Context: an optimization exercise on an open-source flow, tuned for small area. The choices shown serve that exercise and are no tape-out recipe.
The RTL was checked by simulation tests, not by an equivalence proof against the original design.
The clock port is modelled as an ideal driver; clocking choices that lean on that would not hold on a real chip.
No activity file was given, so power comes from the tool's default toggle rates.

Setup of 10-11:
## SDRAM_arbit
module SDRAM_arbit(
    input                   sysclk_100M         ,
    input                   rst_n               ,
    output                  CKE                 ,
    output                  cs_n                ,
    output  reg             ras_n               ,
    output  reg             cas_n               ,
    output  reg             we_n                ,
    output          [12:0]  addr                ,
    output          [ 1:0]  ba                  ,
    output          [ 1:0]  dqm                 ,
    output          [15:0]  dq_o                ,
    output                  dq_oe               ,
    input           [15:0]  dq_i                ,
    input                   write_trig          ,
    output                  write_data_vld      ,
    input           [15:0]  w_dq                ,
    input                   read_trig           ,
    output                  read_data_vld       ,
    output          [15:0]  r_dq                ,
    output                  write_end
);
localparam  P_INIT  = 4'b0000,
            P_ARBI  = 4'b0001,       
            P_ARBF  = 4'b0010,       
            P_ARBS  = 4'b0011,       
            P_REF0  = 4'b0100,       
            P_REF   = 4'b0101,
  ...
Size in the first run: roughly 450 cells after synthesis, ~63 flip-flops, ~94 I/O pins, about 3900 um2 of cells after synthesis.
Settings: LEC_CHECK=0, CAP_MARGIN=20, CORE_MARGIN=2, CORE_UTILIZATION=40, SLEW_MARGIN=20; clock period 10.0 ns.
standard.sh (not shown) runs the stock make flow with config.mk's settings and CLKGATE_MAP_FILE= SYNTH_SCRIPT=/design/flow/synth_recipe.tcl, a recipe that flattens the netlist after the stock synthesis.
==> flow/flow/run.sh <==
#!/bin/bash
# Layout: the standard ORFS flow (standard.sh, standard synthesis unchanged) with three
# changes: the clock tree is built by flow/clock_tree.tcl (the clock port drives four
# clkbuf_8, one per quadrant of the flip-flops) in place of TritonCTS's H-tree; the port
# buffers use the smallest buffer cell; and the constant outputs keep the synthesis's two
# tie cells instead of one tie cell each. Each tool's output stays in orfs/logs;
# standard.sh's own output goes to standard.log.
set -euo pipefail
cd "$(dirname "$0")/.."
export PRE_CTS_TCL="$PWD/flow/clock_tree.tcl"
export CTS_ARGS="-sink_clustering_enable -repair_clock_nets -buf_list sky130_fd_sc_hd__clkbuf_8 -dont_use_dummy_load"
export BUFFER_PORTS_ARGS="-buffer_cell sky130_fd_sc_hd__buf_1"
export SKIP_REPAIR_TIE_FANOUT=1
bash standard.sh > standard.log 2>&1
Other scripts of this flow, unchanged in this note and not shown: flow/flow/clock_tree.tcl
--- input diff 10-11..07-06 ---
diff --git a/flow/design.v b/flow/design.v
--- a/flow/design.v
+++ b/flow/design.v
@@ -121,52 +121,52 @@
     else
         ph_nx = ph + 4'd1;      
 end
 wire        flag_nx = (arb & ~ref_req & (g_rd | g_wr)) ? g_wr : flag;
 wire [3:0]  wc_nx   = (s_xfer & ~x_last) ? wc + 4'd1 : 4'd0;
 wire [5:0]  wcol_nx = wcol + {5'd0, w_b7};
 wire [9:0]  dcnt_nx = (ref0 | (init & d_zero)) ? (init ? L_INIT_RELOAD : L_REF_RELOAD) :
                       d_zero ? 10'd0 : {dcnt[8:0], dcnt[9] ^ dcnt[6]};
 always @(posedge sysclk_100M)
     wc <= wc_nx;
 always @(posedge sysclk_100M) begin
-    wtd <= wt1;
-    rtd <= rt1;
-end
-always @(posedge sysclk_100M) begin
     wrow <= ((w_frame | init) ? 11'd0 : wrow) + {10'd0, w_rowend & ~w_lastrow};
     rrow <= ((r_frame | init) ? 11'd0 : rrow) + {10'd0, r_rowend & ~r_lastrow};
 end
 always @(posedge sysclk_100M or negedge rst_n) begin
     if (!rst_n) begin
         ph     <= P_INIT;
         flag   <= 1'b0;
         dcnt   <= L_INIT_FIRST;
         wstat  <= 1'b0;
         rstat  <= 1'b0;
+        wtd    <= 1'b0;
+        rtd    <= 1'b0;
         wt1    <= 1'b0;
         rt1    <= 1'b0;
         wend_q <= 1'b0;
         rend_q <= 1'b1;
         wcol   <= 6'd0;
         wbank  <= 1'b0;
         rcol   <= 6'd0;
         rbank  <= 1'b0;
     end else begin
         ph     <= ph_nx;
         flag   <= flag_nx;
         dcnt   <= dcnt_nx;
         wstat  <= (s_pre1 & wr)  ? ~wend_q : (wstat | wtd);
         rstat  <= (s_pre1 & ~wr) ? ~rend_q : (rstat | rtd);
         wt1    <= write_trig;
         rt1    <= read_trig;
+        wtd    <= wt1;
+        rtd    <= rt1;
         wend_q <= wend_c;
         rend_q <= rend_c;
         wcol   <= wcol_nx;
         wbank  <= w_bank_c;
         rcol   <= rcol + {5'd0, rc11 | (init & (d_zero | (d_one & rcol63)))};
         rbank  <= r_bank_c;
     end
 end
 wire nx_xfer = ph_nx[3] & ph_nx[2] & ~ph_nx[1];
 wire nx_act  = ph_nx[3] & ~ph_nx[2] & ph_nx[1];
 assign dq_oe          = ph_nx[3] & flag_nx;
Results
Worst path arrival time is higher on 07-06
After detailed routing, 10-11 needs less wire than 07-06.
07-06 -> 10-11: area enclosed by the die boundary flat
Going from 10-11 to 07-06, shortest period the worst path allows higher; mux cell area share after synthesis was more or less identical; number of nets produced by synthesis was more or less identical.

========
Another version of the RTL of SDRAM_arbit (not shown whole).
Size: about 390 cells after synthesis, about 62 flip-flops, about 94 I/O pins, about 0.0032 sq mm of cells after synthesis.
export LEC_CHECK = 0
export CAP_MARGIN = 20
export CORE_MARGIN = 2
export CORE_UTILIZATION = 40
export SLEW_MARGIN = 20
create_clock -name core_clock -period 10.0 [get_ports {sysclk_100M}]
==> flow/flow/run.sh <==
#!/bin/bash
# Layout: the standard ORFS flow (standard.sh) with these changes:
# - synthesis: the standard flow's own synthesis script with flow/synth_overrides.tcl inserted, which
#   maps adders ripple-carry, leaves them to ABC instead of adder cells, and runs ABC
#   with an area script (flow/area.abc); the flip-flops and their names are the
#   standard synthesis's;
# - clock tree: flow/clock_tree.tcl, in place of TritonCTS's H-tree: the clock port drives
#   four clock buffers, one per quadrant of the flip-flops, each a clkbuf_8 unless its
#   quadrant needs a clkbuf_16;
# - port buffers: the smallest buffer cell;
# - constant outputs: the synthesis's two tie cells, not one tie cell per output.
# Each tool's output stays in orfs/logs; the make run's own output goes to standard.log.
set -euo pipefail
cd "$(dirname "$0")/.."
{ head -n 1 synth_recipe.tcl; cat flow/synth_overrides.tcl; tail -n +2 synth_recipe.tcl; } > flow_synth.tcl
sed "s#SYNTH_SCRIPT=[^ ]*#SYNTH_SCRIPT=$PWD/flow_synth.tcl#" standard.sh > flow_standard.sh
grep -q "SYNTH_SCRIPT=$PWD/flow_synth.tcl" flow_standard.sh
export FLOW_AREA_ABC="$PWD/flow/area.abc"
export PRE_CTS_TCL="$PWD/flow/clock_tree.tcl"
export CTS_ARGS="-sink_clustering_enable -repair_clock_nets -buf_list sky130_fd_sc_hd__clkbuf_8 -dont_use_dummy_load"
export BUFFER_PORTS_ARGS="-buffer_cell sky130_fd_sc_hd__buf_1"
export SKIP_REPAIR_TIE_FANOUT=1
bash flow_standard.sh > standard.log 2>&1
Other scripts of this flow, unchanged in this note and not shown: flow/flow/area.abc, flow/flow/clock_tree.tcl, flow/flow/synth_overrides.tcl
The baseline finished clean.
Next try:
--- a/flow/design.v
+++ b/flow/design.v
@@ -26,34 +26,34 @@
             P_ARBS  = 4'b0011,       
             P_REF0  = 4'b0100,       
             P_REF   = 4'b0101,
             P_S0    = 4'b1000,       
             P_S1    = 4'b1001,
             P_A0    = 4'b1010,       
             P_A1    = 4'b1011,
             P_X     = 4'b1100,       
             P_P0    = 4'b1110,       
             P_P1    = 4'b1111;
 localparam  ROW_LAST = 1440 - 1;
-localparam  L_ZERO        = 10'b1110101100;    
-localparam  L_INIT_FIRST  = 10'b0000111000;    
-localparam  L_INIT_RELOAD = 10'b1110110111;    
-localparam  L_REF_RELOAD  = 10'b0011011011;    
-localparam  M_INIT_PRE    = 10'b1010111000;    
-localparam  V_INIT_PRE    = 10'b0000100000;
-localparam  M_INIT_REF    = 10'b1111010010;    
-localparam  V_INIT_REF    = 10'b0110010010;
-localparam  M_REF_CMD     = 10'b0000000101;    
-localparam  V_REF_CMD     = 10'b0000000001;
-localparam  M_REF_END     = 10'b0100100000;    
-localparam  V_REF_END     = 10'b0000100000;
+localparam  L_ZERO        = 10'b0000000001;    
+localparam  L_INIT_FIRST  = 10'b0100111110;    
+localparam  L_INIT_RELOAD = 10'b1010111001;    
+localparam  L_REF_RELOAD  = 10'b0111011111;    
+localparam  M_INIT_PRE    = 10'b0100110111;    
+localparam  V_INIT_PRE    = 10'b0000010010;
+localparam  M_INIT_REF    = 10'b0100011111;    
+localparam  V_INIT_REF    = 10'b0000001000;
+localparam  M_REF_CMD     = 10'b0000100010;    
+localparam  V_REF_CMD     = 10'b0000000010;
+localparam  M_REF_END     = 10'b0000000110;    
+localparam  V_REF_END     = 10'b0000000010;
 reg  [3:0]  ph;
 reg         flag;            
 reg  [3:0]  wc;              
 reg  [9:0]  dcnt;            
 reg         wstat, rstat;    
 reg         wtd, rtd;        
 reg         wt1, rt1;        
 reg         wend_q;          
 reg  [5:0]  wcol;            
 reg  [10:0] wrow;
 reg         wbank;
@@ -68,25 +68,26 @@
 wire init    = (ph == P_INIT);
 wire arbi    = (ph == P_ARBI);
 wire arb     = ~ph[3] & ~ph[2] & ph[1];             
 wire ref0    = (ph == P_REF0);
 wire in_ref  = ~ph[3] & ph[2];
 wire sess    = ph[3];
 wire s_act   = ph[3] & ~ph[2] & ph[1];
 wire s_xfer  = ph[3] & ph[2] & ~ph[1];
 wire s_pre0  = (ph == P_P0);
 wire s_pre1  = (ph == P_P1);
 wire wr      = flag;
-wire d_zero  = (dcnt == L_ZERO);
-wire d_lock  = (dcnt == 10'd0);      
-wire ref_req = (d_zero | d_lock) & ~ref0;
+wire d_low   = (dcnt[9:1] == 9'd0);   
+wire d_zero  = d_low & dcnt[0];
+wire d_lock  = d_low & ~dcnt[0];      
+wire ref_req = d_low & ~ref0;
 wire rcol63  = (rcol == 6'd63);
 wire wc0     = (wc == 4'd0);
 wire w_b7    = s_xfer & wr & (wc[2:0] == 3'd7);     
 wire w_rowend = w_b7 & (wcol == 6'd63);
 wire w_lastrow = ((wrow & ROW_LAST) == ROW_LAST);    
 wire w_frame = w_rowend & w_lastrow;
 wire wend_c  = (s_xfer & wr & (wc[2:0] == 3'd6) & (wcol[4:0] == 5'd31)) | (~(s_act & wr) & wend_q);
 wire w_bank_c = wbank ^ w_frame;
 wire rc11    = (wc == 4'd11);                       
 wire r_rowend = rc11 & rcol63;
 wire r_lastrow = ((rrow & ROW_LAST) == ROW_LAST);
Outcome: Routed wire length decreases by 3.8%; power is about the same; worst hold slack barely changes; global-route usage rose by 0.27 points; area after synthesis fell by 0.96%; sequential power stays flat.

## separate check: timing with driven ports
Ports are ideal in the flow. The routed layouts listed here were re-timed in OpenROAD.
Step 1 sets driving cells, clkbuf_16 on the clock port and buf_2 on the other inputs (assumed; they add their load-dependent delay and slew).
Step 2, shift: input delay + t, output delay - t, t = (earliest + latest rising clock arrival at the registers) / 2. This alone moves slack from input paths to output paths.
Three values: ideal ports, drivers, drivers and shift; two values: the first two.
| run | t (ns) | setup slack, ns | hold WS [ns] |
|---|---|---|---|
| 10-11 | 0.216 | 5.104 / 5.040 / 5.256 | 0.361 / 0.361 / 0.361 |
| 07-06 | 0.224 | 4.961 / 4.895 / 5.120 | 0.355 / 0.355 / 0.355 |
| the first run of note 2 | 0.211 | 4.696 / 4.638 / 4.849 | 0.351 / 0.351 / 0.351 |
| the second run of note 2 | 0.213 | 4.704 / 4.643 / 4.856 | 0.348 / 0.348 / 0.348 |
After both steps every run listed still meets setup and hold.
